This is an optimization exercise on Yosys and OpenROAD, whose aim is small area, not a production implementation.
At most, simulation tests tie the RTL to the original design; equivalence was not proved.
Only the layout flow was run in run 2; the RTL was not checked for function there.
Power is estimated from default activity; no workload was simulated.

--- flow/design.v ---
`timescale 1ns/1ps
`default_nettype none
module home_inventory_top (
    input  wire        wb_clk_i,
    input  wire        wb_rst_i,
    input  wire        wbs_stb_i,
    input  wire        wbs_cyc_i,
    input  wire        wbs_we_i,
    input  wire [3:0]  wbs_sel_i,
    input  wire [31:0] wbs_dat_i,
    input  wire [31:0] wbs_adr_i,
    output wire        wbs_ack_o,
    output wire [31:0] wbs_dat_o,
    input  wire [7:0]  core_status,
    output wire        ctrl_enable,
    output wire        ctrl_start,
    output wire [2:0]  irq_en
    ,
    output wire        adc_sclk,
    output wire        adc_cs_n,
    output wire        adc_mosi,
    input  wire        adc_miso
);
    wire clk = wb_clk_i;
    wire rst = wb_rst_i;
    reg         ack_r;
    reg  [31:0] dat_r;
    wire        wb_valid = wbs_cyc_i & wbs_stb_i;
    wire        wb_fire  = wb_valid & ~ack_r;
    wire        hi_ok    = (wbs_adr_i[31:11] == 21'h0);
    wire [8:0]  wa       = wbs_adr_i[10:2];           
    wire        wr       = wb_fire & wbs_we_i & hi_ok;
    wire        rd       = wb_fire & ~wbs_we_i & hi_ok;
    wire [3:0]  sel      = wbs_sel_i;
    wire [31:0] din      = wbs_dat_i;
    wire wr_ctrl   = wr & (wa == 9'h040);
    wire wr_irq    = wr & (wa == 9'h041);
    wire wr_time   = wr & (wa == 9'h043);
    wire wr_adccfg = wr & (wa == 9'h080);
    wire wr_fstat  = wr & (wa == 9'h082);
    wire wr_snap   = wr & (wa == 9'h08C);
    wire wr_evtcfg = wr & (wa == 9'h111);
    wire rd_fdata  = rd & (wa == 9'h083);
    wire start_fire = wr_ctrl & sel[0] & din[1];
    wire clr_cnt    = wr_evtcfg & sel[1] & din[8];
    wire clr_hist   = wr_evtcfg & sel[1] & din[9];
    wire any_clr    = clr_cnt | clr_hist;
    wire [31:0] wdat = rst ? 32'h0 : din;
    reg        enable_r;
    reg  [2:0] irq_r;
    reg  [3:0] numch_r;
    reg        st_pend_r;
    reg        st_pulse_r;
    reg  [7:0] evt_en_r;
    assign ctrl_enable = enable_r;
    assign ctrl_start  = st_pulse_r;
    assign irq_en      = irq_r;
    assign wbs_ack_o   = ack_r;
    assign wbs_dat_o   = dat_r;
    always @(posedge clk) begin
        if (rst | (wr_ctrl & sel[0]))   enable_r <= wdat[0];
        if (rst | (wr_irq & sel[0]))    irq_r    <= wdat[2:0];
        if (rst | (wr_adccfg & sel[0])) numch_r  <= rst ? 4'h8 : din[3:0];
        if (rst | (wr_evtcfg & sel[0])) evt_en_r <= wdat[7:0];
    end
    always @(posedge clk) begin
        if (rst) begin
            ack_r      <= 1'b0;
            st_pend_r  <= 1'b0;
            st_pulse_r <= 1'b0;
        end else begin
            ack_r      <= wb_valid & ~ack_r;
            st_pend_r  <= start_fire;
            st_pulse_r <= st_pend_r;
        end
    end
    reg [31:0] time_r;
    always @(posedge clk) begin
        if (rst)
            time_r <= 32'h0;
        else if (wr_time) begin
            if (sel[0]) time_r[ 7: 0] <= din[ 7: 0];
            if (sel[1]) time_r[15: 8] <= din[15: 8];
            if (sel[2]) time_r[23:16] <= din[23:16];
            if (sel[3]) time_r[31:24] <= din[31:24];
        end else
            time_r <= time_r + 32'h1;
    end
    reg [255:0] tare_r;
    reg [255:0] scale_r;
    reg [255:0] thr_r;
    genvar gk, gb;
    generate
        for (gk = 0; gk < 8; gk = gk + 1) begin : g_cal
            wire wr_tare  = wr & (wa == (9'h0C0 + gk));
            wire wr_scale = wr & (wa == (9'h0C8 + gk));
            wire wr_thr   = wr & (wa == (9'h120 + gk));
            for (gb = 0; gb < 4; gb = gb + 1) begin : g_byte
                always @(posedge clk) begin
                    if (rst | (wr_tare & sel[gb]))
                        tare_r[32*gk + 8*gb +: 8] <= wdat[8*gb +: 8];
                    if (rst | (wr_thr & sel[gb]))
                        thr_r[32*gk + 8*gb +: 8]  <= wdat[8*gb +: 8];
                    if (rst | (wr_scale & sel[gb]))
                        scale_r[32*gk + 8*gb +: 8] <= (gb == 2) ? {wdat[23:17], rst | din[16]} : wdat[8*gb +: 8];
                end
            end
        end
    endgenerate
    reg          busy_r;
    reg          fv_r;
    reg  [10:0]  cap_cnt;
    reg  [215:0] frame_r;
    assign adc_sclk = cap_cnt[2];
    assign adc_cs_n = ~busy_r;
    assign adc_mosi = 1'b0;
    wire cap_last = (cap_cnt == 11'd1919);
    always @(posedge clk) begin
        if (rst) begin
            busy_r  <= 1'b0;
            fv_r    <= 1'b0;
            cap_cnt <= 11'd0;
        end else begin
            fv_r <= busy_r & cap_last;
            if (!busy_r) begin
                if (st_pulse_r) busy_r <= 1'b1;
            end else if (cap_last) begin
                busy_r  <= 1'b0;
                cap_cnt <= 11'd0;
            end else begin
                cap_cnt <= cap_cnt + 11'd1;
            end
        end
    end
    always @(posedge clk) begin
        if (busy_r && (cap_cnt[2:0] == 3'd7) && (cap_cnt[10:3] < 8'd216))
            frame_r <= {frame_r[214:0], adc_miso};
    end
    wire [23:0] f_status = frame_r[215:192];
    wire [23:0] f_ch [0:7];
    generate
        for (gk = 0; gk < 8; gk = gk + 1) begin : g_fch
            assign f_ch[gk] = frame_r[191 - 24*gk -: 24];
        end
    endgenerate
    reg [191:0] raw_r;
    reg         raw_ok;
    always @(posedge clk) begin
        if (fv_r) raw_r <= frame_r[191:0];
        if (rst)       raw_ok <= 1'b0;
        else if (fv_r) raw_ok <= 1'b1;
    end
    reg [31:0] snap_r;
    always @(posedge clk) begin
        if (rst)
            snap_r <= 32'h0;
        else if (wr_snap) begin
            if (sel[0]) snap_r[ 7: 0] <= din[ 7: 0];
            if (sel[1]) snap_r[15: 8] <= din[15: 8];
            if (sel[2]) snap_r[23:16] <= din[23:16];
            if (sel[3]) snap_r[31:24] <= din[31:24];
        end else if (fv_r)
            snap_r <= snap_r + 32'h1;
    end
    reg [3:0] seq_r;    
    always @(posedge clk) begin
        if (rst)                 seq_r <= 4'd0;
        else if (fv_r)           seq_r <= 4'd1;
        else if (seq_r == 4'd9)  seq_r <= 4'd0;
        else if (seq_r != 4'd0)  seq_r <= seq_r + 4'd1;
    end
    reg [24:0] push_w;
    always @(*) begin
        case (seq_r)
            4'd2:    push_w = {raw_r[191], raw_r[191:168]};
            4'd3:    push_w = {raw_r[167], raw_r[167:144]};
            4'd4:    push_w = {raw_r[143], raw_r[143:120]};
            4'd5:    push_w = {raw_r[119], raw_r[119: 96]};
            4'd6:    push_w = {raw_r[ 95], raw_r[ 95: 72]};
            4'd7:    push_w = {raw_r[ 71], raw_r[ 71: 48]};
            4'd8:    push_w = {raw_r[ 47], raw_r[ 47: 24]};
            4'd9:    push_w = {raw_r[ 23], raw_r[ 23:  0]};
            default: push_w = {1'b0, f_status};
        endcase
    end
    reg [24:0] fifo_mem [0:15];
    reg [3:0]  rp_r, wp_r;
    reg [4:0]  lvl_r;
    reg        ovr_r;
    wire push_v  = (seq_r != 4'd0);
    wire f_full  = lvl_r[4];
    wire f_empty = (lvl_r == 5'd0);
    wire do_push = push_v & ~f_full;
    wire do_pop  = rd_fdata & ~f_empty;
    always @(posedge clk) begin
        if (do_push) fifo_mem[wp_r] <= push_w;
    end
    always @(posedge clk) begin
        if (rst) begin
            rp_r  <= 4'd0;
            wp_r  <= 4'd0;
            lvl_r <= 5'd0;
            ovr_r <= 1'b0;
        end else begin
            if (wr_fstat & sel[2] & din[16]) ovr_r <= 1'b0;
            if (push_v & f_full)             ovr_r <= 1'b1;
            if (do_push) wp_r <= wp_r + 4'd1;
            if (do_pop)  rp_r <= rp_r + 4'd1;
            if (do_push & ~do_pop)      lvl_r <= lvl_r + 5'd1;
            else if (~do_push & do_pop) lvl_r <= lvl_r - 5'd1;
        end
    end
    wire [24:0] fifo_out = fifo_mem[rp_r];
    reg [7:0]   prev_en_r;
    reg [7:0]   pend_r;
    reg [7:0]   seen_r;
    reg [7:0]   zd_r;        
    reg         lts_ok;      
    reg [31:0]  lts_r;
    reg [255:0] ts_r;        
    reg [255:0] pts_r;       
    reg [255:0] cnt_r;
    wire [7:0] hit;
    generate
        for (gk = 0; gk < 8; gk = gk + 1) begin : g_hit
            assign hit[gk] = evt_en_r[gk] &
                ($signed({{8{f_ch[gk][23]}}, f_ch[gk]}) >= $signed(thr_r[32*gk +: 32]));
        end
    endgenerate
    wire       smp      = fv_r & ~any_clr;
    wire [7:0] pend_nx  = (pend_r | (~prev_en_r & evt_en_r)) & evt_en_r;
    wire [7:0] evt      = hit & {8{smp}};
    integer k;
    always @(posedge clk) begin
        if (rst) begin
            prev_en_r <= 8'h00;
            pend_r    <= 8'h00;
            seen_r    <= 8'h00;
            zd_r      <= 8'hFF;
            lts_ok    <= 1'b0;
        end else begin
            prev_en_r <= evt_en_r;
            if (any_clr) begin
                if (clr_hist) begin
                    pend_r <= 8'h00;
                    seen_r <= 8'h00;
                    zd_r   <= 8'hFF;
                    lts_ok <= 1'b0;
                end
            end else if (fv_r) begin
                pend_r <= 8'h00;
                for (k = 0; k < 8; k = k + 1) begin
                    if (hit[k]) begin
                        seen_r[k] <= 1'b1;
                        zd_r[k]   <= pend_nx[k] | ~seen_r[k];
                    end else if (pend_nx[k]) begin
                        seen_r[k] <= 1'b0;
                        zd_r[k]   <= 1'b1;
                    end
                end
                if (|hit) lts_ok <= 1'b1;
            end else begin
                pend_r <= pend_nx;
            end
        end
    end
    always @(posedge clk) begin
        if (|evt) lts_r <= time_r;
    end
    wire cnt_wr = wr & (wa[8:3] == 6'b100000);
    generate
        for (gk = 0; gk < 8; gk = gk + 1) begin : g_evt
            always @(posedge clk) begin
                if (evt[gk]) begin
                    ts_r[32*gk +: 32]  <= time_r;
                    pts_r[32*gk +: 32] <= ts_r[32*gk +: 32];
                end
            end
            wire [31:0] c    = cnt_r[32*gk +: 32];
            wire        cwr  = cnt_wr & (wa[2:0] == gk);
            always @(posedge clk) begin
                if (rst)
                    cnt_r[32*gk +: 32] <= 32'h0;
                else if (cwr) begin
                    if (sel[0]) cnt_r[32*gk +  0 +: 8] <= din[ 7: 0];
                    if (sel[1]) cnt_r[32*gk +  8 +: 8] <= din[15: 8];
                    if (sel[2]) cnt_r[32*gk + 16 +: 8] <= din[23:16];
                    if (sel[3]) cnt_r[32*gk + 24 +: 8] <= din[31:24];
                end else if (clr_cnt)
                    cnt_r[32*gk +: 32] <= 32'h0;
                else if (evt[gk] && !clr_hist && (c != 32'hFFFF_FFFF))
                    cnt_r[32*gk +: 32] <= c + 32'h1;
            end
        end
    endgenerate
    wire [2:0]  dch   = wa[2:0];
    wire [31:0] d_ts  = ts_r[32*dch +: 32];
    wire [31:0] d_pts = pts_r[32*dch +: 32];
    wire [31:0] delta = zd_r[dch] ? 32'h0 : (d_ts - d_pts);
    reg [31:0] rdata;
    always @(*) begin
        rdata = 32'h0;
        casez (wa)
            9'h000: rdata = 32'h4849_4348;
            9'h001: rdata = 32'h0000_0001;
            9'h040: rdata = {31'h0, enable_r};
            9'h041: rdata = {29'h0, irq_r};
            9'h042: rdata = {24'h0, core_status};
            9'h043: rdata = time_r;
            9'h080: rdata = {28'h0, numch_r};
            9'h082: rdata = {14'h0, busy_r, ovr_r, 11'h0, lvl_r};
            9'h083: rdata = f_empty ? 32'h0 : {{8{fifo_out[24]}}, fifo_out[23:0]};
            9'h084, 9'h085, 9'h086, 9'h087,
            9'h088, 9'h089, 9'h08A, 9'h08B: begin
                rdata = raw_ok ? {{8{raw_r[191 - 24*(wa[3:0]-4'd4)]}}, raw_r[191 - 24*(wa[3:0]-4'd4) -: 24]} : 32'h0;
            end
            9'h08C: rdata = snap_r;
            9'b0_1100_0???: rdata = tare_r[32*wa[2:0] +: 32];
            9'b0_1100_1???: rdata = scale_r[32*wa[2:0] +: 32];
            9'b1_0000_0???: rdata = cnt_r[32*wa[2:0] +: 32];
            9'b1_0000_1???: rdata = delta;
            9'h110: rdata = lts_ok ? lts_r : 32'h0;
            9'h111: rdata = {24'h0, evt_en_r};
            9'h112, 9'h113, 9'h114, 9'h115,
            9'h116, 9'h117, 9'h118, 9'h119: begin
                rdata = seen_r[wa[3:0]-4'd2] ? ts_r[32*(wa[3:0]-4'd2) +: 32] : 32'h0;
            end
            9'b1_0010_0???: rdata = thr_r[32*wa[2:0] +: 32];
            default: rdata = 32'h0;
        endcase
        if (!hi_ok) rdata = 32'h0;
    end
    always @(posedge clk) begin
        if (rst | wb_fire) dat_r <= rst ? 32'h0 : rdata;
    end
endmodule
`default_nettype wire
localparam [31:0] ADR_ID                 = 32'h00000000;
localparam [31:0] ADR_VERSION            = 32'h00000004;
localparam [31:0] ADR_CTRL               = 32'h00000100;
localparam [31:0] ADR_IRQ_EN             = 32'h00000104;
localparam [31:0] ADR_STATUS             = 32'h00000108;
localparam [31:0] ADR_TIME_NOW           = 32'h0000010C;
localparam [31:0] ADR_ADC_CFG            = 32'h00000200;
localparam [31:0] ADR_ADC_CMD            = 32'h00000204;
localparam [31:0] ADR_ADC_FIFO_STATUS    = 32'h00000208;
localparam [31:0] ADR_ADC_FIFO_DATA      = 32'h0000020C;
localparam [31:0] ADR_ADC_RAW_CH0        = 32'h00000210;
localparam [31:0] ADR_ADC_RAW_CH1        = 32'h00000214;
localparam [31:0] ADR_ADC_RAW_CH2        = 32'h00000218;
localparam [31:0] ADR_ADC_RAW_CH3        = 32'h0000021C;
localparam [31:0] ADR_ADC_RAW_CH4        = 32'h00000220;
localparam [31:0] ADR_ADC_RAW_CH5        = 32'h00000224;
localparam [31:0] ADR_ADC_RAW_CH6        = 32'h00000228;
localparam [31:0] ADR_ADC_RAW_CH7        = 32'h0000022C;
localparam [31:0] ADR_ADC_SNAPSHOT_COUNT = 32'h00000230;
localparam [31:0] ADR_TARE_CH0           = 32'h00000300;
localparam [31:0] ADR_TARE_CH1           = 32'h00000304;
localparam [31:0] ADR_TARE_CH2           = 32'h00000308;
localparam [31:0] ADR_TARE_CH3           = 32'h0000030C;
localparam [31:0] ADR_TARE_CH4           = 32'h00000310;
localparam [31:0] ADR_TARE_CH5           = 32'h00000314;
localparam [31:0] ADR_TARE_CH6           = 32'h00000318;
localparam [31:0] ADR_TARE_CH7           = 32'h0000031C;
localparam [31:0] ADR_SCALE_CH0          = 32'h00000320;
localparam [31:0] ADR_SCALE_CH1          = 32'h00000324;
localparam [31:0] ADR_SCALE_CH2          = 32'h00000328;
localparam [31:0] ADR_SCALE_CH3          = 32'h0000032C;
localparam [31:0] ADR_SCALE_CH4          = 32'h00000330;
localparam [31:0] ADR_SCALE_CH5          = 32'h00000334;
localparam [31:0] ADR_SCALE_CH6          = 32'h00000338;
localparam [31:0] ADR_SCALE_CH7          = 32'h0000033C;
localparam [31:0] ADR_EVT_COUNT_CH0      = 32'h00000400;
localparam [31:0] ADR_EVT_COUNT_CH1      = 32'h00000404;
localparam [31:0] ADR_EVT_COUNT_CH2      = 32'h00000408;
localparam [31:0] ADR_EVT_COUNT_CH3      = 32'h0000040C;
localparam [31:0] ADR_EVT_COUNT_CH4      = 32'h00000410;
localparam [31:0] ADR_EVT_COUNT_CH5      = 32'h00000414;
localparam [31:0] ADR_EVT_COUNT_CH6      = 32'h00000418;
localparam [31:0] ADR_EVT_COUNT_CH7      = 32'h0000041C;
localparam [31:0] ADR_EVT_LAST_DELTA_CH0 = 32'h00000420;
localparam [31:0] ADR_EVT_LAST_DELTA_CH1 = 32'h00000424;
localparam [31:0] ADR_EVT_LAST_DELTA_CH2 = 32'h00000428;
localparam [31:0] ADR_EVT_LAST_DELTA_CH3 = 32'h0000042C;
localparam [31:0] ADR_EVT_LAST_DELTA_CH4 = 32'h00000430;
localparam [31:0] ADR_EVT_LAST_DELTA_CH5 = 32'h00000434;
localparam [31:0] ADR_EVT_LAST_DELTA_CH6 = 32'h00000438;
localparam [31:0] ADR_EVT_LAST_DELTA_CH7 = 32'h0000043C;
localparam [31:0] ADR_EVT_LAST_TS        = 32'h00000440;
localparam [31:0] ADR_EVT_CFG            = 32'h00000444;
localparam [31:0] ADR_EVT_LAST_TS_CH0    = 32'h00000448;
localparam [31:0] ADR_EVT_LAST_TS_CH1    = 32'h0000044C;
localparam [31:0] ADR_EVT_LAST_TS_CH2    = 32'h00000450;
localparam [31:0] ADR_EVT_LAST_TS_CH3    = 32'h00000454;
localparam [31:0] ADR_EVT_LAST_TS_CH4    = 32'h00000458;
localparam [31:0] ADR_EVT_LAST_TS_CH5    = 32'h0000045C;
localparam [31:0] ADR_EVT_LAST_TS_CH6    = 32'h00000460;
localparam [31:0] ADR_EVT_LAST_TS_CH7    = 32'h00000464;
localparam [31:0] ADR_EVT_THRESH_CH0     = 32'h00000480;
localparam [31:0] ADR_EVT_THRESH_CH1     = 32'h00000484;
localparam [31:0] ADR_EVT_THRESH_CH2     = 32'h00000488;
localparam [31:0] ADR_EVT_THRESH_CH3     = 32'h0000048C;
localparam [31:0] ADR_EVT_THRESH_CH4     = 32'h00000490;
localparam [31:0] ADR_EVT_THRESH_CH5     = 32'h00000494;
localparam [31:0] ADR_EVT_THRESH_CH6     = 32'h00000498;
localparam [31:0] ADR_EVT_THRESH_CH7     = 32'h0000049C;
--- flow/run.sh ---
#!/bin/bash
# synth_recipe.tcl (not shown) runs the flow's synth.tcl, then flattens the netlist and writes it again
# the make line also repeats each setting of config.mk as NAME=value (left out here)
make -C /OpenROAD-flow-scripts/flow DESIGN_CONFIG=/design/flow/config.mk WORK_HOME=/design/flow/orfs CLKGATE_MAP_FILE= SYNTH_SCRIPT=/design/flow/synth_recipe.tcl finish
--- flow/config.mk ---
export PLATFORM = sky130hd
export DESIGN_NAME = home_inventory_top
export DESIGN_NICKNAME = home_inventory_top
export VERILOG_FILES = /design/flow/design.v
export SDC_FILE = /design/flow/constraint.sdc
export NUM_CORES = 8
export LEC_CHECK = 0
export CAP_MARGIN = 30
export CORE_MARGIN = 2
export CORE_UTILIZATION = 40
export PLACE_DENSITY = 0.6
export SLEW_MARGIN = 35
--- flow/constraint.sdc ---
create_clock -name core_clock -period 15.0 [get_ports {wb_clk_i}]
set_input_delay 3.0000 -clock core_clock [delete_from_list [all_inputs] [get_ports {wb_clk_i}]]
set_output_delay 3.0000 -clock core_clock [all_outputs]
set_load 0.01 [all_outputs]
==> results of run 1 <==
worst register-to-register path, stage by stage, from the launching register on:
cell	delay (ns)
edfxtp_1	0.76
ha_1	0.57
nand4_1	0.17
or3_1	0.54
o221ai_1	0.34
mux2i_1	0.12
or2_2	0.53
nand2_1	0.21
clkinv_2	0.59
nor4_1	0.54
nand4_1	0.61
buf_4	0.50
state kept, by name, indices dropped and copies added, names as in the netlist, 216 cells and up, named ones only:
name,flops
cnt_r,256
fifo_mem,400
frame_r,216
pts_r,256
scale_r,256
tare_r,256
thr_r,256
ts_r,256
final cells by class:
type / instances / area (um2)
clock inverter: 149 / 1540
tap: 4100 / 5130
fill: 26924 / 166000
multi-input combinational: 5802 / 46300
sequential: 2560 / 73000
clock buffer: 358 / 7620
timing repair buffer: 466 / 4170
inverter: 362 / 1380
antenna: 25 / 62.6
cell usage after synthesis, types with 19 or more instances:
library cell / instances
a211oi_1: 188
a21o_1: 32
a21oi_1: 587
a221o_1: 169
a221oi_1: 64
a222oi_1: 91
a22oi_1: 211
a311oi_1: 19
a31oi_1: 63
a32o_1: 41
a32oi_1: 19
and2_1: 37
and3_1: 111
and4_1: 22
buf_1: 60
buf_2: 135
clkbuf_1: 390
dfxtp_1: 392
edfxtp_1: 2168
ha_1: 328
inv_1: 358
mux2_2: 40
mux2i_1: 216
mux4_2: 458
nand2_1: 627
nand2b_1: 36
nand3_1: 193
nand4_1: 139
nor2_1: 544
nor2b_1: 89
nor3_1: 194
nor4_1: 66
o211ai_1: 60
o21a_1: 31
o21ai_0: 406
o221ai_1: 41
o22ai_1: 82
o31ai_1: 58
o32ai_1: 24
or2_2: 28
or3_1: 49
xnor2_1: 81
xor2_1: 77
layer usage:
layer / vias to the layer above / GRT usage [%] / part of all wire (%)
met4: 38 / 19.2 / 7.5
met2: 6439 / 44.6 / 43
met5: - / 0 / 0.052
met1: 45848 / 39.7 / 37
li1: 37459 / - / -
met3: 1341 / 9.02 / 12
worst max-delay path by stage:
stage	cells after the start	to	slack, ns	from
global placement	14	dat_r[22]	4.85	wbs_adr_i[3]
finish	15	lts_r[14]	5.85	wbs_adr_i[4]
CTS	21	dat_r[15]	5.99	wbs_adr_i[4]
detailed placement	21	dat_r[15]	5.05	wbs_adr_i[4]
global route	15	lts_r[6]	5.79	wbs_adr_i[4]
floorplan	14	lts_r[0]	5.22	wbs_adr_i[3]
kinds of logic (layout without fill, tap and decap cells):
group           Yosys count  count (layout)  synth area share, %
flops                  2560            2560                 59.6
compound gates         2378            2378                 13.4
simple gates           2218            2218                 8.74
buf+inv                 958            1335                 3.11
mux                     714             714                 10.6
fa+ha+maj               331             331                 3.40
xor+xnor                160             160                 1.17
other cells               1              26              0.00306
power breakdown:
part | switching [mW] | internal, mW | total, mW
logic | 0.949 | 0.454 | 1.40
registers | 0.115 | 7.87 | 7.98
clock network | 2.94 | 4.08 | 7.02
total | 4.00 | 12.4 | 16.4
==> impl_results.md, run 1 <==
* Status: timing/DRC/antenna clean
* Vias in the first global route at 85793
* RSZ-0062 raised after global routing: false
* Worst reg2reg setup slack at between 9 and 10 ns
* Share of layout cells above drive strength 1 at around 15%
* H-tree depth at 5
* Remaining antenna violation count at 0
* Final cycle utilization of the critical path at about three fifths
* Final hold vios at 0
* Worst Skew at roughly 0.053 ns
* Placed cell areas at approximately 130000 um2
* Kind of end point of the critical path: flip-flop
* DR vias at slightly above 90000
* GRT Residual Overflow at 0
* Hold WS at 0.447 ns
* Gr usage total at between 30% and 40%
* Req. time, crit path at approximately 16 ns
* Slew @ Worst Pin at 1.11 ns
* Worst Hold Path EP: frame_r[209]
* DRC viols at 0
* Final setup violation count at 0
* Setup slack at placement at between 5 and 6 ns
* R2R depth at 11
* DRT iter0 DRCs at roughly 15000
* Hold Path Origin: frame_r[208]
* Lkg Pwr at ~45 nW
* Most common cell after layout, fill and taps aside: edfxtp_1
* Number of flops mapped to enable cells by yosys at approximately 2200
* Number of buffers created by CTS at 283
* Worst path most repeated cell: buf_4
* Top cell type's share of synthesized area at a little over half
* Clock period minus worst slack at slightly above 9 ns
* Initial Util at about 40%
* Warnings from Yosys at 1
* WP buf/inv at 7
* Die Y at roughly 560 um
* R2R Path End: lts_r[14]
* Most frequent cells in the layout: edfxtp_1, nand2_1, a21oi_1, nor2_1, mux4_2
* # IOs at about 120
* DRT Pass-1 Iters at 11
* PD cells at 118 nW/um2
* Skew-Pair Late Insertion Delay at slightly above 0.9 ns
* Peak VDD IR at around 0.000092 V
* Nets at between 9000 and 10000
* Max Freq at around 110 MHz
* Area Overhead vs Synth at 13.8%
* Crit path largest cell delay at 0.75 ns
* Post-Layout Inst Area at 139000 um2
* Fin cells at between 10000 and 15000
* Area contributors post-synth: edfxtp_1, mux4_2, dfxtp_1
* Syn Area/Cell at approximately 13 um2
* Post_cts resized at 0
* Die area at around 310000 um2
* Slew Limit Headroom at between 20% and 30%
* Slew Viols, Final at 0
* Startpoint Class: input pin
* FFs w/ async S/R, synth at 0%
* Synth unique cells at roughly 110
* GPL Wtd Cong at 1.03
* Clk sink count at roughly 2600
* Die X at 557 um
* Syn_nets at slightly below 10000
* Setup TNS at 0 ns
* Antenna violations before repair at 59
* RR Startpoint: frame_r[167]
* Sequential share of the synthesized area at approximately three fifths
* Num rows at a little over 200
* CTS tree: built
* Post-CTS setup buffers at 0
* Post-synthesis cell area at between 100000 and 150000 um2
* WHS Path Cells at 0
* Port-buffer cells at around 120
* Most common flop cell mapped by yosys: edfxtp_1
* Max clock buf depth at 4
* Maxcap violations at 0
* Core Box Area at 305000 um2
* Routed vias/inst at approximately 6.6
* Post-DP HPWL at around 350000 um
* Post-Syn Instances at 9320
* Final WS setup at 5.85 ns
* CTS Hold Bufs at 0
* Cell total after placement at between 10000 and 15000
* Area leader, netlist: edfxtp_1
* Final Power at 16.4 mW
* HP Class: reg2reg
* Crit Path Max Fanout at 45
* Worst Path Arrival at ~9.8 ns
* CP max stage cell: ha_1
* CP Class: in2reg
* Synthesized flop and latch total at ~2600
* Final core utilization at around 46%
* Clk pin slew, worst setup/hold paths at ~0.06 ns
* Largest net degree at the start of global routing at around 140
* Routed WL per cell at roughly 35 um
* First-pass GRT wire length at about 670000 um
* Root Buffer Master: clkbuf_16
* CP cell instances: buf_4, inv_6, buf_4, ha_1, nand2_1, buf_4, nor3_2, nand3_1, nand2_1, buf_4, nor2_4, buf_4, nor4_1, nand4_1, buf_4
* Final wirelength at between 400000 and 500000 um
* Crit-path leading delay family: simple AND/OR/NAND/NOR gates
==> run 2, diff against run 1 <==
--- a/flow/design.v
+++ b/flow/design.v
@@ -25,2 +25,10 @@
     wire rst = wb_rst_i;
+    function automatic [2:0] lowest8(input [7:0] v);
+        integer i;
+        begin
+            lowest8 = 3'd0;
+            for (i = 7; i >= 0; i = i - 1)
+                if (v[i]) lowest8 = i[2:0];
+        end
+    endfunction
     reg         ack_r;
@@ -43,2 +51,4 @@
     wire rd_fdata  = rd & (wa == 9'h083);
+    wire wr_cnt    = wr & (wa[8:3] == 6'b100000);
+    wire wr_thr    = wr & (wa[8:3] == 6'b100100);
     wire start_fire = wr_ctrl & sel[0] & din[1];
@@ -96,3 +106,3 @@
             wire wr_scale = wr & (wa == (9'h0C8 + gk));
-            wire wr_thr   = wr & (wa == (9'h120 + gk));
+            wire wr_thr_k = wr_thr & (wa[2:0] == gk);
             for (gb = 0; gb < 4; gb = gb + 1) begin : g_byte
@@ -101,3 +111,3 @@
                         tare_r[32*gk + 8*gb +: 8] <= wdat[8*gb +: 8];
-                    if (rst | (wr_thr & sel[gb]))
+                    if (rst | (wr_thr_k & sel[gb]))
                         thr_r[32*gk + 8*gb +: 8]  <= wdat[8*gb +: 8];
@@ -117,2 +127,3 @@
     wire cap_last = (cap_cnt == 11'd1919);
+    wire cap_chans_done = busy_r & (cap_cnt == 11'd1727);
     always @(posedge clk) begin
@@ -139,8 +150,2 @@
     wire [23:0] f_status = frame_r[215:192];
-    wire [23:0] f_ch [0:7];
-    generate
-        for (gk = 0; gk < 8; gk = gk + 1) begin : g_fch
-            assign f_ch[gk] = frame_r[191 - 24*gk -: 24];
-        end
-    endgenerate
     reg [191:0] raw_r;
@@ -212,3 +217,23 @@
     end
-    wire [24:0] fifo_out = fifo_mem[rp_r];
+    reg  [7:0] dirty_r;
+    reg  [7:0] cmp_r;
+    wire [2:0] cmp_ch = lowest8(dirty_r);
+    wire [7:0] cmp_oh = 8'h01 << cmp_ch;
+    reg [23:0] cmp_s;
+    reg [31:0] cmp_t;
+    always @(*) begin
+        cmp_s = frame_r[191 - 24*cmp_ch -: 24];
+        cmp_t = thr_r[32*cmp_ch +: 32];
+    end
+    wire cmp_ge = $signed({{8{cmp_s[23]}}, cmp_s}) >= $signed(cmp_t);
+    wire [7:0] thr_wr_oh = wr_thr ? (8'h01 << wa[2:0]) : 8'h00;
+    always @(posedge clk) begin
+        if (cap_chans_done)
+            dirty_r <= 8'hFF;
+        else
+            dirty_r <= (dirty_r & ~cmp_oh) | thr_wr_oh;
+        if (|dirty_r)
+            cmp_r[cmp_ch] <= cmp_ge;
+    end
+    wire [7:0] ge_now = (dirty_r & cmp_oh) ? (cmp_oh & {8{cmp_ge}}) | (cmp_r & ~cmp_oh) : cmp_r;
     reg [7:0]   prev_en_r;
@@ -218,13 +243,6 @@
     reg         lts_ok;      
-    reg [31:0]  lts_r;
+    reg [2:0]   lts_ch;      
     reg [255:0] ts_r;        
     reg [255:0] pts_r;       
-    reg [255:0] cnt_r;
-    wire [7:0] hit;
-    generate
-        for (gk = 0; gk < 8; gk = gk + 1) begin : g_hit
-            assign hit[gk] = evt_en_r[gk] &
-                ($signed({{8{f_ch[gk][23]}}, f_ch[gk]}) >= $signed(thr_r[32*gk +: 32]));
-        end
-    endgenerate
+    wire [7:0] hit      = evt_en_r & ge_now;
     wire       smp      = fv_r & ~any_clr;
@@ -267,7 +285,6 @@
     always @(posedge clk) begin
-        if (|evt) lts_r <= time_r;
+        if (|evt) lts_ch <= lowest8(evt);
     end
-    wire cnt_wr = wr & (wa[8:3] == 6'b100000);
     generate
-        for (gk = 0; gk < 8; gk = gk + 1) begin : g_evt
+        for (gk = 0; gk < 8; gk = gk + 1) begin : g_ts
             always @(posedge clk) begin
@@ -278,16 +295,31 @@
             end
-            wire [31:0] c    = cnt_r[32*gk +: 32];
-            wire        cwr  = cnt_wr & (wa[2:0] == gk);
+        end
+    endgenerate
+    reg [255:0] cnt_r;
+    reg [7:0]   cinc_r;      
+    wire        commit  = ~wb_fire & (|cinc_r);
+    wire [2:0]  cpend   = lowest8(cinc_r);
+    wire [2:0]  cidx    = wb_fire ? wa[2:0] : cpend;
+    reg  [31:0] cm;
+    wire [7:0]  cidx_oh = 8'h01 << cidx;
+    integer jc;
+    always @(*) begin
+        cm = 32'h0;
+        for (jc = 0; jc < 8; jc = jc + 1)
+            if (cidx_oh[jc]) cm = cm | cnt_r[32*jc +: 32];
+    end
+    wire [31:0] cm_inc  = (&cm) ? cm : cm + 32'h1;
+    wire [31:0] cvis    = cinc_r[cidx] ? cm_inc : cm;
+    wire [31:0] cnt_wmerge = {sel[3] ? din[31:24] : cvis[31:24],
+                              sel[2] ? din[23:16] : cvis[23:16],
+                              sel[1] ? din[15: 8] : cvis[15: 8],
+                              sel[0] ? din[ 7: 0] : cvis[ 7: 0]};
+    wire [31:0] cnt_bus = (rst | clr_cnt) ? 32'h0 : (wr_cnt ? cnt_wmerge : cm_inc);
+    wire [7:0] cwr_oh = wr_cnt ? (8'h01 << wa[2:0]) : 8'h00;
+    wire [7:0] ccm_oh = commit ? (8'h01 << cpend) : 8'h00;
+    generate
+        for (gk = 0; gk < 8; gk = gk + 1) begin : g_cnt
             always @(posedge clk) begin
-                if (rst)
-                    cnt_r[32*gk +: 32] <= 32'h0;
-                else if (cwr) begin
-                    if (sel[0]) cnt_r[32*gk +  0 +: 8] <= din[ 7: 0];
-                    if (sel[1]) cnt_r[32*gk +  8 +: 8] <= din[15: 8];
-                    if (sel[2]) cnt_r[32*gk + 16 +: 8] <= din[23:16];
-                    if (sel[3]) cnt_r[32*gk + 24 +: 8] <= din[31:24];
-                end else if (clr_cnt)
-                    cnt_r[32*gk +: 32] <= 32'h0;
-                else if (evt[gk] && !clr_hist && (c != 32'hFFFF_FFFF))
-                    cnt_r[32*gk +: 32] <= c + 32'h1;
+                if (rst | clr_cnt | cwr_oh[gk] | ccm_oh[gk])
+                    cnt_r[32*gk +: 32] <= cnt_bus;
             end
@@ -295,37 +327,59 @@
     endgenerate
-    wire [2:0]  dch   = wa[2:0];
-    wire [31:0] d_ts  = ts_r[32*dch +: 32];
-    wire [31:0] d_pts = pts_r[32*dch +: 32];
-    wire [31:0] delta = zd_r[dch] ? 32'h0 : (d_ts - d_pts);
-    reg [31:0] rdata;
+    always @(posedge clk) begin
+        if (rst | clr_cnt)
+            cinc_r <= 8'h00;
+        else
+            cinc_r <= ((cinc_r & ~ccm_oh) | evt) & ~cwr_oh;
+    end
+    wire [7:0] wa_oh = 8'h01 << wa[2:0];
+    wire        is_delta = (wa[8:3] == 6'b100001);
+    wire        is_lts   = (wa == 9'h110);
+    wire [7:0]  lts_oh   = 8'h01 << lts_ch;
+    wire [7:0]  tsch_oh;
+    genvar gr;
+    generate
+        for (gr = 0; gr < 8; gr = gr + 1) begin : g_tsch
+            assign tsch_oh[gr] = (wa == 9'h112 + gr);
+        end
+    endgenerate
+    wire [7:0]  tsel_oh  = ({8{is_delta}} & wa_oh) | ({8{is_lts}} & lts_oh) | tsch_oh;
+    reg  [31:0] ts_sel, pts_sel;
+    reg  [31:0] rdata;
+    integer j;
+    always @(*) begin
+        ts_sel = 32'h0;
+        pts_sel = 32'h0;
+        for (j = 0; j < 8; j = j + 1) begin
+            if (tsel_oh[j]) ts_sel = ts_sel | ts_r[32*j +: 32];
+            if (wa_oh[j])   pts_sel = pts_sel | pts_r[32*j +: 32];
+        end
+    end
+    wire [31:0] delta    = ts_sel - pts_sel;
+    wire        delta_ok = is_delta & ~(|(zd_r & wa_oh));
+    wire        ts_ok    = (is_lts & lts_ok) | (|(tsch_oh & seen_r));
     always @(*) begin
         rdata = 32'h0;
-        casez (wa)
-            9'h000: rdata = 32'h4849_4348;
-            9'h001: rdata = 32'h0000_0001;
-            9'h040: rdata = {31'h0, enable_r};
-            9'h041: rdata = {29'h0, irq_r};
-            9'h042: rdata = {24'h0, core_status};
-            9'h043: rdata = time_r;
-            9'h080: rdata = {28'h0, numch_r};
-            9'h082: rdata = {14'h0, busy_r, ovr_r, 11'h0, lvl_r};
-            9'h083: rdata = f_empty ? 32'h0 : {{8{fifo_out[24]}}, fifo_out[23:0]};
-            9'h084, 9'h085, 9'h086, 9'h087,
-            9'h088, 9'h089, 9'h08A, 9'h08B: begin
-                rdata = raw_ok ? {{8{raw_r[191 - 24*(wa[3:0]-4'd4)]}}, raw_r[191 - 24*(wa[3:0]-4'd4) -: 24]} : 32'h0;
-            end
-            9'h08C: rdata = snap_r;
-            9'b0_1100_0???: rdata = tare_r[32*wa[2:0] +: 32];
-            9'b0_1100_1???: rdata = scale_r[32*wa[2:0] +: 32];
-            9'b1_0000_0???: rdata = cnt_r[32*wa[2:0] +: 32];
-            9'b1_0000_1???: rdata = delta;
-            9'h110: rdata = lts_ok ? lts_r : 32'h0;
-            9'h111: rdata = {24'h0, evt_en_r};
-            9'h112, 9'h113, 9'h114, 9'h115,
-            9'h116, 9'h117, 9'h118, 9'h119: begin
-                rdata = seen_r[wa[3:0]-4'd2] ? ts_r[32*(wa[3:0]-4'd2) +: 32] : 32'h0;
-            end
-            9'b1_0010_0???: rdata = thr_r[32*wa[2:0] +: 32];
-            default: rdata = 32'h0;
-        endcase
+        if (wa == 9'h000) rdata = rdata | 32'h4849_4348;
+        if (wa == 9'h001) rdata = rdata | 32'h0000_0001;
+        if (wa == 9'h040) rdata = rdata | {31'h0, enable_r};
+        if (wa == 9'h041) rdata = rdata | {29'h0, irq_r};
+        if (wa == 9'h042) rdata = rdata | {24'h0, core_status};
+        if (wa == 9'h043) rdata = rdata | time_r;
+        if (wa == 9'h080) rdata = rdata | {28'h0, numch_r};
+        if (wa == 9'h082) rdata = rdata | {14'h0, busy_r, ovr_r, 11'h0, lvl_r};
+        for (j = 0; j < 16; j = j + 1)
+            if ((wa == 9'h083) && !f_empty && (rp_r == j))
+                rdata = rdata | {{8{fifo_mem[j][24]}}, fifo_mem[j][23:0]};
+        for (j = 0; j < 8; j = j + 1) begin
+            if ((wa == 9'h084 + j) && raw_ok)
+                rdata = rdata | {{8{raw_r[191 - 24*j]}}, raw_r[191 - 24*j -: 24]};
+            if (wa == 9'h0C0 + j) rdata = rdata | tare_r[32*j +: 32];
+            if (wa == 9'h0C8 + j) rdata = rdata | scale_r[32*j +: 32];
+            if (wa == 9'h120 + j) rdata = rdata | thr_r[32*j +: 32];
+        end
+        if (wa == 9'h08C) rdata = rdata | snap_r;
+        if (wa[8:3] == 6'b100000) rdata = rdata | cvis;
+        if (delta_ok) rdata = rdata | delta;
+        if (ts_ok) rdata = rdata | ts_sel;
+        if (wa == 9'h111) rdata = rdata | {24'h0, evt_en_r};
         if (!hi_ok) rdata = 32'h0;
--- a/flow/config.mk
+++ b/flow/config.mk
@@ -7,6 +7,7 @@
 export LEC_CHECK = 0
-export CAP_MARGIN = 30
+export CAP_MARGIN = 20
 export CORE_MARGIN = 2
-export CORE_UTILIZATION = 40
-export PLACE_DENSITY = 0.6
-export SLEW_MARGIN = 35
+export CORE_UTILIZATION = 60
+export CTS_BUF_LIST = sky130_fd_sc_hd__clkbuf_4 sky130_fd_sc_hd__clkbuf_8
+export PLACE_DENSITY = 0.75
+export SLEW_MARGIN = 20
==> run 2 against run 1 <==
Net effect: register-to-register slack worse by 6.4 ns; sequential share of layout area is 8.4 points higher; final cell count is 23% lower; sequential power is 2% higher; die area is 40% lower; combinational power is 43% lower; first-iteration DRC count is 3.6% higher; fmax is 25% lower; setup slack worse by 3.0 ns; area after synthesis is 10% lower; cell area is 11% lower.
==> impl_results.md, run 2 <==
* Routed WL per cell at ~41 um
* Clk pin slew, worst setup/hold paths at ~0.060 ns
* Post-synthesis mux area share at between 5 and 6%
* CTS Hold Bufs at 0
* Largest family of logic cells by synthesized area: compound AO/OA/AOI/OAI gates
* Number of flops mapped to enable cells by yosys at 2403
* DRC viols at 0
* GRT Residual Overflow at 0
* Post_cts resized at 0
* Maxcap violations at 0
* Clock period minus worst slack at approximately 12 ns
* Post-synthesis compound-gate area fraction at 14.1%
* Slew @ Worst Pin at between 1 and 1.5 ns
* Max Freq at between 80 and 90 MHz
* Post-synthesis cell area at 110000 um2
* First-pass GRT wire length at a little under 600000 um
* Area of the multi-input gates at 33200 um2
* Worst Skew at 0.0885 ns
* Initial Util at between 60 and 70%
* CP max stage cell: nor2_1
* Largest net degree at the start of global routing at between 150 and 200
* Count leader, synth: edfxtp_1
* Setup TNS at 0 ns
* Share of layout cells above drive strength 1 at 17.5%
* Final wirelength at roughly 440000 um
* Nets at between 8000 and 9000
* Most common flop cell mapped by yosys: edfxtp_1
* Worst Path Arrival at ~13 ns
* Num rows at approximately 160
* Root Buffer Master: clkbuf_8
* HP Class: reg2reg
* Die X at 432 um
* Vias in the first global route at 75750
* H-tree depth at 5
* Sequential Power Share at 54.7%
* Layout fillers at 12268
* CP Class: reg2reg
* Top cell type's share of synthesized area at around 66%
* Post-DP HPWL at slightly below 300000 um
* Syn Area/Cell at roughly 15 um2
* Largest reg by FF count: fifo_mem
* Synthesized flop and latch total at 2551
* Core Box Area at between 150000 and 200000 um2
* Final setup violation count at 0
* Sw Share at a little under a quarter
* Most frequent cells in the layout: edfxtp_1, a22oi_1, nand2_1, clkbuf_8, buf_4
* Post-CTS setup buffers at 0
* Startpoint Class: flip-flop
* Peak VDD IR at approximately 0.00011 V
* Die area at 186000 um2
* Max clock buf depth at 4
* Clock share of power at about two fifths
* Port-buffer cells at ~120
* Req. time, crit path at about 16 ns
* Synth top cells by count: edfxtp_1, a22oi_1, nand2_1, clkbuf_1, nor2_1
* PD cells at around 120 nW/um2
* # IOs at 123
* FFs w/ async S/R, synth at 0%
* CTS tree: built
* DRT Pass-1 Iters at 9
* Area Overhead vs Synth at 12.5%
* Warnings from Yosys at 1
* Synth unique cells at about 110
* Crit Path Max Fanout at between 90 and 100
* Post-Syn Instances at approximately 7500
* Clk sink count at 2551
* Slew Viols, Final at 0
* Final core utilization at just under 70%
* Number of buffers created by CTS at just over 400
* Gr usage total at a little under half
* Area leader, netlist: edfxtp_1
* Synth Area in Simple Gates at 7.71%
* FF/Latch Area at 75100 um2
* DR vias at approximately 82000
* Gate power share at ~5.3%
* Most common cell after layout, fill and taps aside: edfxtp_1
* DRT iter0 DRCs at 15734
* Kind of end point of the critical path: flip-flop
* Syn_nets at approximately 7700
* Slew Limit Headroom at 4.16%
* Final hold vios at 0
* GPL Wtd Cong at ~1.1
* Skew-Pair Late Insertion Delay at 1.14 ns
* Lkg Pwr at 39.7 nW
* Status: timing/DRC/antenna clean
* Crit path largest cell delay at roughly 0.94 ns
* Die Y at between 400 and 500 um
* Worst path most repeated cell: a21oi_1
* Fraction of the mapped netlist area in adder cells at 1.15%
* Routed vias/inst at 7.72
* Remaining antenna violation count at 0
* RSZ-0062 raised after global routing: false
* Max FFs per register at 400
* Internal power at 11.4 mW
* XOR/XNOR Fraction of Synth Area at less than 1%
* Final cycle utilization of the critical path at between 80 and 90%
* Sequential share of the synthesized area at about two thirds
* Psw at 3.44 mW
* Antenna violations before repair at 61
* Area contributors post-synth: edfxtp_1, a22oi_1, mux4_2
[run 2: changes by cell type after synthesis, sizes merged, moves of 235 or more]
cell	before	now
a21oi	588	262
a22oi	211	544
dfxtp	392	148
edfxtp	2168	2403
inv	360	86
mux4	458	176
nor2	546	304
[run 2: cell type report]
cell class / instances / share of cell area [%]
Antenna cell: 61 / 0.124
Clock buffer: 567 / 5.61
Clock inverter: 151 / 0.823
Inverter: 87 / 0.278
Multi-Input combinational cell: 4396 / 26.9
Sequential cell: 2551 / 60.8
Tap cell: 2370 / 2.40
Timing Repair Buffer: 461 / 3.05
[run 2: power by group through the flow]
stage,combinational [mW],clock [mW],sequential (mW)
floorplan,0.402,0,8.23
global route,0.808,6.23,8.15
finish,0.793,5.96,8.14
CTS,0.755,5.93,8.13
global placement,0.736,0,8.26
detailed placement,0.751,0,8.28
[run 2: cells by family after synthesis]
| group | Yosys count |
|---|---|
| and+or+nand+nor | 1697 |
| AOI/OAI and AO/OA | 2110 |
| buffers and inverters | 583 |
| adders and majority gates | 99 |
| muxes | 393 |
| other | 1 |
| DFF | 2551 |
| xor gates and xnor gates | 96 |
[run 2: critical path: cells and delay by family, from the launching register on]
kind / cells / cell delay (ns)
and+or+nand+nor: 11 / 3.61
AOI/OAI and AO/OA: 13 / 3.49
buffers and inverters: 6 / 2.41
adders and majority gates: 4 / 1.65
DFF: 1 / 0.41
xor gates and xnor gates: 1 / 0.16
[run 2: per-stage QoR]
stage | hold slack [ns] | std cells | cell area, um2 | setup slack, ns | power, mW
2_1_floorplan | 0.414 | 7530 | 110000 | 2.05 | 8.64
3_3_place_gp | 0.429 | 9860 | 115000 | 3.59 | 9.00
3_5_place_dp | 0.432 | 9862 | 115000 | 3.33 | 9.03
4_1_cts | 0.409 | 10580 | 123000 | 3.34 | 14.8
5_1_grt | 0.421 | 10606 | 123000 | 2.47 | 15.2
6_report | 0.412 | 10644 | 123000 | 2.85 | 14.9
[run 2: final timing paths]
check / startpoint / end / slack, ns / cells after the start
max reg2reg: dirty_r[6] / lts_ch[2] / 2.85 / 35
min reg2reg: ts_r[147] / pts_r[147] / 0.41 / 0
max: dirty_r[6] / lts_ch[2] / 2.85 / 35
min: ts_r[147] / pts_r[147] / 0.41 / 0
[run 2: layer usage]
layer / GRT usage (%) / part of all wire [%] / vias to the layer above
met3: 19.6 / 17 / 2147
met2: 65.5 / 42 / 8465
met4: 36.0 / 10 / 48
met5: 1.90 / 0.14 / -
met1: 56.6 / 31 / 39799
li1: - / - / 31758
==> run 3, diff against run 2 <==
--- a/flow/design.v
+++ b/flow/design.v
@@ -224,4 +224,12 @@
     always @(*) begin
-        cmp_s = frame_r[191 - 24*cmp_ch -: 24];
-        cmp_t = thr_r[32*cmp_ch +: 32];
+        case (cmp_ch)
+            3'd0:    begin cmp_s = frame_r[191:168]; cmp_t = thr_r[ 31:  0]; end
+            3'd1:    begin cmp_s = frame_r[167:144]; cmp_t = thr_r[ 63: 32]; end
+            3'd2:    begin cmp_s = frame_r[143:120]; cmp_t = thr_r[ 95: 64]; end
+            3'd3:    begin cmp_s = frame_r[119: 96]; cmp_t = thr_r[127: 96]; end
+            3'd4:    begin cmp_s = frame_r[ 95: 72]; cmp_t = thr_r[159:128]; end
+            3'd5:    begin cmp_s = frame_r[ 71: 48]; cmp_t = thr_r[191:160]; end
+            3'd6:    begin cmp_s = frame_r[ 47: 24]; cmp_t = thr_r[223:192]; end
+            default: begin cmp_s = frame_r[ 23:  0]; cmp_t = thr_r[255:224]; end
+        endcase
     end
--- a/flow/config.mk
+++ b/flow/config.mk
@@ -10,3 +10,5 @@
 export CORE_UTILIZATION = 60
-export CTS_BUF_LIST = sky130_fd_sc_hd__clkbuf_4 sky130_fd_sc_hd__clkbuf_8
+export CTS_BUF_LIST = sky130_fd_sc_hd__clkbuf_16
+export CTS_CLUSTER_DIAMETER = 60
+export CTS_CLUSTER_SIZE = 24
 export PLACE_DENSITY = 0.75
==> run 3 against run 2 <==
Net effect: still clean; count of clock-buffer cells in the layout is 409 lower; core utilization is 2.1 points lower; fmax is 23% higher; first-iteration DRC count is 7.2% lower; critical path type unchanged; largest cell class unchanged; highest routed layer unchanged.
==> impl_results.md, run 3 <==
* Top cell type's share of synthesized area at 68.8%
* R2R depth at 27
* First-pass GRT wire length at around 500000 um
* R2R Path End: lts_ch[1]
* Post_cts resized at 0
* CP Class: reg2reg
* Worst reg2reg setup slack at 5.11 ns
* Remaining antenna violation count at 0
* Syn Area/Cell at 14.6 um2
* Slew @ Worst Pin at around 1.3 ns
* Post-synthesis cell area at between 100000 and 150000 um2
* Skew-Pair Late Insertion Delay at ~0.85 ns
* Post-Syn Instances at 7165
* Slew Viols, Final at 0
* Final cycle utilization of the critical path at about two thirds
* Hold WS at 0.439 ns
* Setup TNS at 0 ns
* GRT Residual Overflow at 0
* Final hold vios at 0
* DR vias at approximately 73000
* Nets at between 7000 and 8000
* Post-DP HPWL at ~230000 um
* Placed cell areas at ~110000 um2
* Status: timing/DRC/antenna clean
* Final WS setup at 5.11 ns
* GPL Wtd Cong at just under 1
* Syn_nets at about 7300
* Maxcap violations at 0
* Initial Util at between 60% and 70%
* Clock period minus worst slack at just under 10 ns
* Die X at 422 um
* FFs w/ async S/R, synth at 0%
* Worst setup path endpoint: lts_ch[1]
* DRT Pass-1 Iters at 10
* Vias in the first global route at just under 70000
* Area leader, netlist: edfxtp_1
* Share of layout cells above drive strength 1 at 10.2%
* Routed WL per cell at ~37 um
* CTS tree: built
* Warnings from Yosys at 1
* H-tree depth at 4
* Clk pin slew, worst setup/hold paths at approximately 0.10 ns
* Final setup violation count at 0
* Post-Layout Inst Area at 115000 um2
* Max clock buf depth at 3
* DRT iter0 DRCs at ~15000
* Largest reg by FF count: fifo_mem
* Number of buffers created by CTS at 153
* Core Box Area at 174000 um2
* Lkg Pwr at about 37 nW
* Routed vias/inst at approximately 7.5
* Startpoint Class: flip-flop
* Final wirelength at 356000 um
* Most common flop cell mapped by yosys: edfxtp_1
* Cell total after placement at 9375
* Peak VDD IR at approximately 0.00011 V
* Layout fillers at 12034
* Die Y at around 420 um
* Fin cells at 9676
* Max FFs per register at 400
* # IOs at 123
* Worst Path Arrival at approximately 10 ns
* PD cells at roughly 120 nW/um2
* Num rows at around 150
* Area contributors post-synth: edfxtp_1, a22oi_1, dfxtp_1
* Count leader, synth: edfxtp_1
* Most frequent cells in the layout: edfxtp_1, nand2_1, a22oi_1, nor2_1, a221oi_1
* Die area at roughly 180000 um2
* Synthesized flop and latch total at about 2600
* Req. time, crit path at 15.59 ns
* Max Freq at ~100 MHz
* Most common cell after layout, fill and taps aside: edfxtp_1
* RR Startpoint: dirty_r[3]
* Sequential share of the synthesized area at a little under three quarters
* Port-buffer cells at 119
* Setup slack at placement at approximately 4.8 ns
* Synth top cells by count: edfxtp_1, nand2_1, a22oi_1, clkbuf_1, nor2_1
* Clk sink count at around 2600
* Final Power at 13.5 mW
* HP Class: reg2reg
* Root Buffer Master: clkbuf_16
* Synth unique cells at 107
* Crit path from: dirty_r[3]
* Slew Limit Headroom at about 15%
* Final core utilization at 66.0%
* Antenna violations before repair at 38
* RSZ-0062 raised after global routing: false
* Largest net degree at the start of global routing at between 150 and 200
* Kind of end point of the critical path: flip-flop
* DRC viols at 0
* CTS Hold Bufs at 0
* Post-CTS setup buffers at 0
* Worst Skew at 0.0325 ns
* Area Overhead vs Synth at 9.36%
* Number of flops mapped to enable cells by yosys at 2403
* Gr usage total at between 30% and 40%
* Crit Path Max Fanout at 71
-- run 3: cell types whose count changed after synthesis, moves of 53 or more --
cell and change:
a21oi_1 -65, mux4_2 -169, a222oi_1 +56, nand2_1 +117
o21bai_1 +53, o21ai_0 -110
-- run 3: worst min-delay path by stage --
| stage | from | end | depth (start not counted) |
|---|---|---|---|
| floorplan | st_pend_r | st_pulse_r | 1 |
| global placement | st_pend_r | st_pulse_r | 1 |
| detailed placement | frame_r[193] | frame_r[194] | 0 |
| CTS | frame_r[204] | frame_r[205] | 0 |
| global route | ts_r[253] | pts_r[253] | 0 |
| finish | frame_r[204] | frame_r[205] | 0 |
-- run 3: routing by layer --
metal,track usage (%),up-vias,wire (um)
met5,0,-,366
met4,25.8,38,28600
met3,12.6,1435,58000
met2,56.7,6888,152000
met1,50.8,35305,117000
li1,-,29188,-
-- run 3: worst max-delay path, stage by stage (launching register included) --
cell	delay [ns]
dfxtp_1	0.36
nor4_1	0.76
nand2b_4	0.05
buf_4	0.28
clkinv_2	0.46
ha_2	0.90
nor4_1	0.22
o21ai_4	0.10
buf_4	0.70
buf_4	0.58
o2111ai_1	0.18
o21ai_0	0.18
ha_1	0.31
a21o_1	0.19
a21o_1	0.17
a21o_1	0.18
a21oi_1	0.14
nor2b_1	0.08
o211ai_1	0.32
o2111a_1	0.45
o211ai_1	0.17
buf_4	0.23
o211ai_1	0.52
or2_2	0.32
clkinv_2	0.59
buf_4	0.57
nor4_1	0.31
nand2_1	0.18
-- run 3: cells by family after synthesis --
group / after synthesis / synth area share (%)
AOI/OAI and AO/OA: 2031 / 14.7
and+or+nand+nor: 1692 / 7.83
buffers and inverters: 519 / 2.04
adders and majority gates: 92 / 1.11
xor gates and xnor gates: 85 / 0.709
DFF: 2551 / 71.6
muxes: 194 / 2.02
other: 1 / 0.00357
-- run 3: area by class of cell --
class	instances	area [um2]	share of cell area (%)
Clock buffer	158	3950	3.44
Clock inverter	117	1190	1.04
Multi-Input combinational cell	4095	28400	24.7
Inverter	62	238	0.207
Antenna cell	24	60.1	0.0523
Tap cell	2325	2910	2.53
Sequential cell	2551	75100	65.5
Timing Repair Buffer	344	2900	2.52
-- run 3: report_power, final --
| group | internal [mW] | switching [mW] |
|---|---|---|
| Clock | 2.14 | 2.50 |
| Sequential | 8.01 | 0.109 |
| Combinational | 0.221 | 0.529 |
| Total | 10.4 | 3.13 |
==> run 4, diff against run 3 <==
==> flow/flow/run.sh (new file) <==
#!/bin/bash
set -euo pipefail
W=$PWD
S=$W/orfs_scripts
rm -rf "$S"
cp -r "$FLOW_HOME/scripts" "$S"
cp "$W/flow/abc_area.script" "$S/abc_speed.script"
sed -i 's/-sink_clustering_enable \\/-sink_clustering_enable -dont_use_dummy_load \\/' "$S/cts.tcl"
grep -q dont_use_dummy_load "$S/cts.tcl"
bash standard.sh SCRIPTS_DIR="$S" RECOVER_POWER=100 finish > "$W/standard_finish.log" 2>&1
==> flow/flow/abc_area.script (new file) <==
&get -n
&st
&dch
&nf
&st
&dch
&nf
&st
&dch
&nf
&st
&dch
&nf
&put
topo
stime -c
==> flow/standard.sh (new file) <==
#!/bin/bash
# synth_recipe.tcl (not shown) runs the flow's synth.tcl, then flattens the netlist and writes it again
# the make line also repeats each setting of config.mk as NAME=value (left out here)
make -C /OpenROAD-flow-scripts/flow DESIGN_CONFIG=/design/flow/config.mk WORK_HOME=/design/flow/orfs CLKGATE_MAP_FILE= SYNTH_SCRIPT=/design/flow/synth_recipe.tcl "${@:-finish}"
removed: flow/run.sh
==> run 4 against run 3 <==
Net effect: now fails the layout checks on max-capacitance violations, max-slew violations; flip-flop and latch count stayed put; first-iteration DRC count is 13% higher; combinational power up 57%; largest cell class unchanged; largest power group unchanged.
==> impl_results.md, run 4 <==
* DRC viols at 0
* Placed cell areas at ~110000 um2
* Crit path largest cell delay at ~1.9 ns
* Max FFs per register at 400
* Area of the multi-input gates at 25200 um2
* Maxcap violations at 76
* Post_cts resized at 0
* Num rows at ~150
* Clock period minus worst slack at around 13 ns
* Routed WL per cell at between 30 and 40 um
* Worst reg2reg setup slack at around 2.1 ns
* Initial Util at around three fifths
* Sequential share of the synthesized area at roughly three quarters
* Clk pin slew, worst setup/hold paths at roughly 0.090 ns
* Final setup violation count at 0
* Share of layout cells above drive strength 1 at between 6 and 7%
* Post-synthesis cell area at 100000 um2
* Largest net degree at the start of global routing at 91
* Die Y at roughly 410 um
* DRT Pass-1 Iters at 14
* Startpoint Class: flip-flop
* Post-Syn Instances at between 6000 and 7000
* Syn Area/Cell at 15.8 um2
* Final cycle utilization of the critical path at 85.8%
* CTS Hold Bufs at 0
* Antenna violations before repair at 36
* Root Buffer Master: clkbuf_16
* HP Class: reg2reg
* Die X at roughly 410 um
* Post-CTS setup buffers at 0
* First-pass GRT wire length at approximately 500000 um
* Routed wl met2 at approximately 150000 um
* DRT met1 WL at roughly 120000 um
* FF/Latch Area at about 75000 um2
* Remaining antenna violation count at 0
* Number of flops mapped to enable cells by yosys at about 2400
* RR Startpoint: dirty_r[4]
* Vias in the first global route at between 60000 and 70000
* Met3 wire len at ~65000 um
* Worst Skew at a little under 0.09 ns
* Routed vias/inst at approximately 8
* Lkg Pwr at approximately 34 nW
* Post-Layout Inst Area at between 100000 and 150000 um2
* Setup slack at placement at about 3.2 ns
* Number of buffers created by CTS at 150
* Layout Check Fails: max-capacitance violations, max-slew violations
* GPL Wtd Cong at ~1.0
* DRT iter0 DRCs at between 15000 and 20000
* Core Box Area at 165000 um2
* Gr usage total at a little over two fifths
* Max Freq at just under 80 MHz
* Final hold vios at 0
* CP max stage cell: clkbuf_1
* CP Class: reg2reg
* Clk sink count at 2551
* Kind of end point of the critical path: flip-flop
* Nets at approximately 7100
* Slew @ Worst Pin at roughly 6.4 ns
* Most common flop cell mapped by yosys: edfxtp_1
* PD cells at about 120 nW/um2
* DR top layer: met5
* Most frequent cells in the layout: edfxtp_1, nand2_1, a22oi_1, a222oi_1, nor2_1
* Port-buffer cells at 119
* Post-DP HPWL at around 230000 um
* Synth unique cells at 67
* Area leader, netlist: edfxtp_1
* Synth top cells by count: edfxtp_1, nand2_1, a22oi_1, a222oi_1, nor2_1
* Layout fillers at 11370
* Peak VDD IR at 0.000148 V
* GRT Residual Overflow at 0
* Top cell type's share of synthesized area at 72.2%
* Most common cell after layout, fill and taps aside: edfxtp_1
* Crit-path leading delay family: buffers and inverters
* Area contributors post-synth: edfxtp_1, a222oi_1, a22oi_1
* Crit path from: dirty_r[4]
* Syn_nets at between 6000 and 7000
* Slew Limit Headroom at -326%
* Setup TNS at 0 ns
* Die area at ~170000 um2
* DR vias at slightly above 70000
* Area Overhead vs Synth at 9.99%
* Skew-Pair Late Insertion Delay at just under 0.9 ns
* Max clock buf depth at 3
* Hold Path Origin: ts_r[97]
* Status: finished with violations
* Req. time, crit path at between 15 and 20 ns
* Worst Path Arrival at between 10 and 15 ns
* Warnings from Yosys at 1
* Count leader, synth: edfxtp_1
* Largest reg by FF count: fifo_mem
* Final WS setup at between 2 and 2.5 ns
* Synthesized flop and latch total at between 2000 and 3000
* H-tree depth at 4
* Crit Path Max Fanout at 56
* RSZ-0062 raised after global routing: false
* Final core utilization at approximately 67%
* Slew Viols, Final at 2267
* Final Power at 13.6 mW
* # IOs at 123
* Final wirelength at ~360000 um
* FFs w/ async S/R, synth at 0%
* WP buf/inv at 4
* CTS tree: built
* Worst path most repeated cell: o21ai_0
==> run 4: changes by cell type in the layout (fill, tap and decap cells not counted), sizes merged, moves of 64 or more <==
cell	previous run	this run
inv	120	0
a22oi	560	430
clkbuf	158	239
a21o	86	22
a22o	203	109
a222oi	119	410
mux2	69	4
mux2i	118	29
==> run 4: cell families after synthesis <==
| kind of cell | after synthesis | share of synthesized area, % |
|---|---|---|
| and+or+nand+nor | 1699 | 8.14 |
| AOI/OAI and AO/OA | 1841 | 14.4 |
| DFF | 2551 | 75.1 |
| adders and majority gates | 92 | 1.17 |
| other | 1 | 0.00375 |
| muxes | 33 | 0.335 |
| buffers and inverters | 52 | 0.199 |
| xor gates and xnor gates | 68 | 0.596 |
==> run 4: per-layer routing <==
layer,up-vias,global-route usage [%]
met1,34510,54.2
met4,40,28.2
met3,1512,17.3
met2,7294,58.5
li1,28042,-
met5,-,0.763
==> run 4: worst paths after layout <==
check	end	cells after the start
min reg2reg	pts_r[97]	0
max	lts_ch[1]	26
min	pts_r[97]	0
max reg2reg	lts_ch[1]	26
==> run 4: stage by stage <==
stage          instances  hold slack, ns
2_1_floorplan       6337           0.414
3_3_place_gp        8905           0.430
3_5_place_dp        8906           0.434
4_1_cts             9056           0.418
5_1_grt             9075           0.431
6_report            9106           0.425
==> run 4: area by class of cell <==
cell class              instances  share of cell area (%)
diodes                         42                  0.0956
clock buffers                 150                    3.41
inverters                      51                   0.175
multi-input cells            3734                    22.9
flip-flops and latches       2551                    68.3
well taps                    2189                    2.49
repair buffers                389                    2.60
==> run 4: power by group <==
group | total, mW | switching (mW) | internal (mW)
Combinational | 1.18 | 0.938 | 0.241
Sequential | 8.47 | 0.137 | 8.33
Clock | 3.92 | 2.15 | 1.77
Total | 13.6 | 3.22 | 10.3

-- separate check: timing with driven ports --
In the flow no input, the clock included, has a driving cell. The finished layouts below were timed again as built, in two steps.
Step 1: set_driving_cell puts a clkbuf_16 on wb_clk_i and a buf_2 on each other input, an assumption about the parent block.
Step 2 adds t to the input delays and takes it off the output delays; t is the mean of the earliest and latest rising clock arrival at the registers after step 1. Input paths then give back, and output paths get back, about the clock's delay inside the block.
Three values: no drivers, after step 1, after step 2; two values: the first two.
run	t (ns)	setup WS [ns]	latest minus earliest clock arrival (ns)
run 1	0.992	5.854 / 5.928 / 4.936	0.056 / 0.056
run 2	1.195	2.854 / 2.854 / 2.854	0.100 / 0.101
run 3	0.930	5.108 / 5.108 / 4.485	0.041 / 0.041
run 4	0.922	2.126 / 2.126 / 1.460	0.101 / 0.100
The setup slack of run 1, which loses most, moves by +0.074 ns with the drivers and by -0.918 ns with both steps.
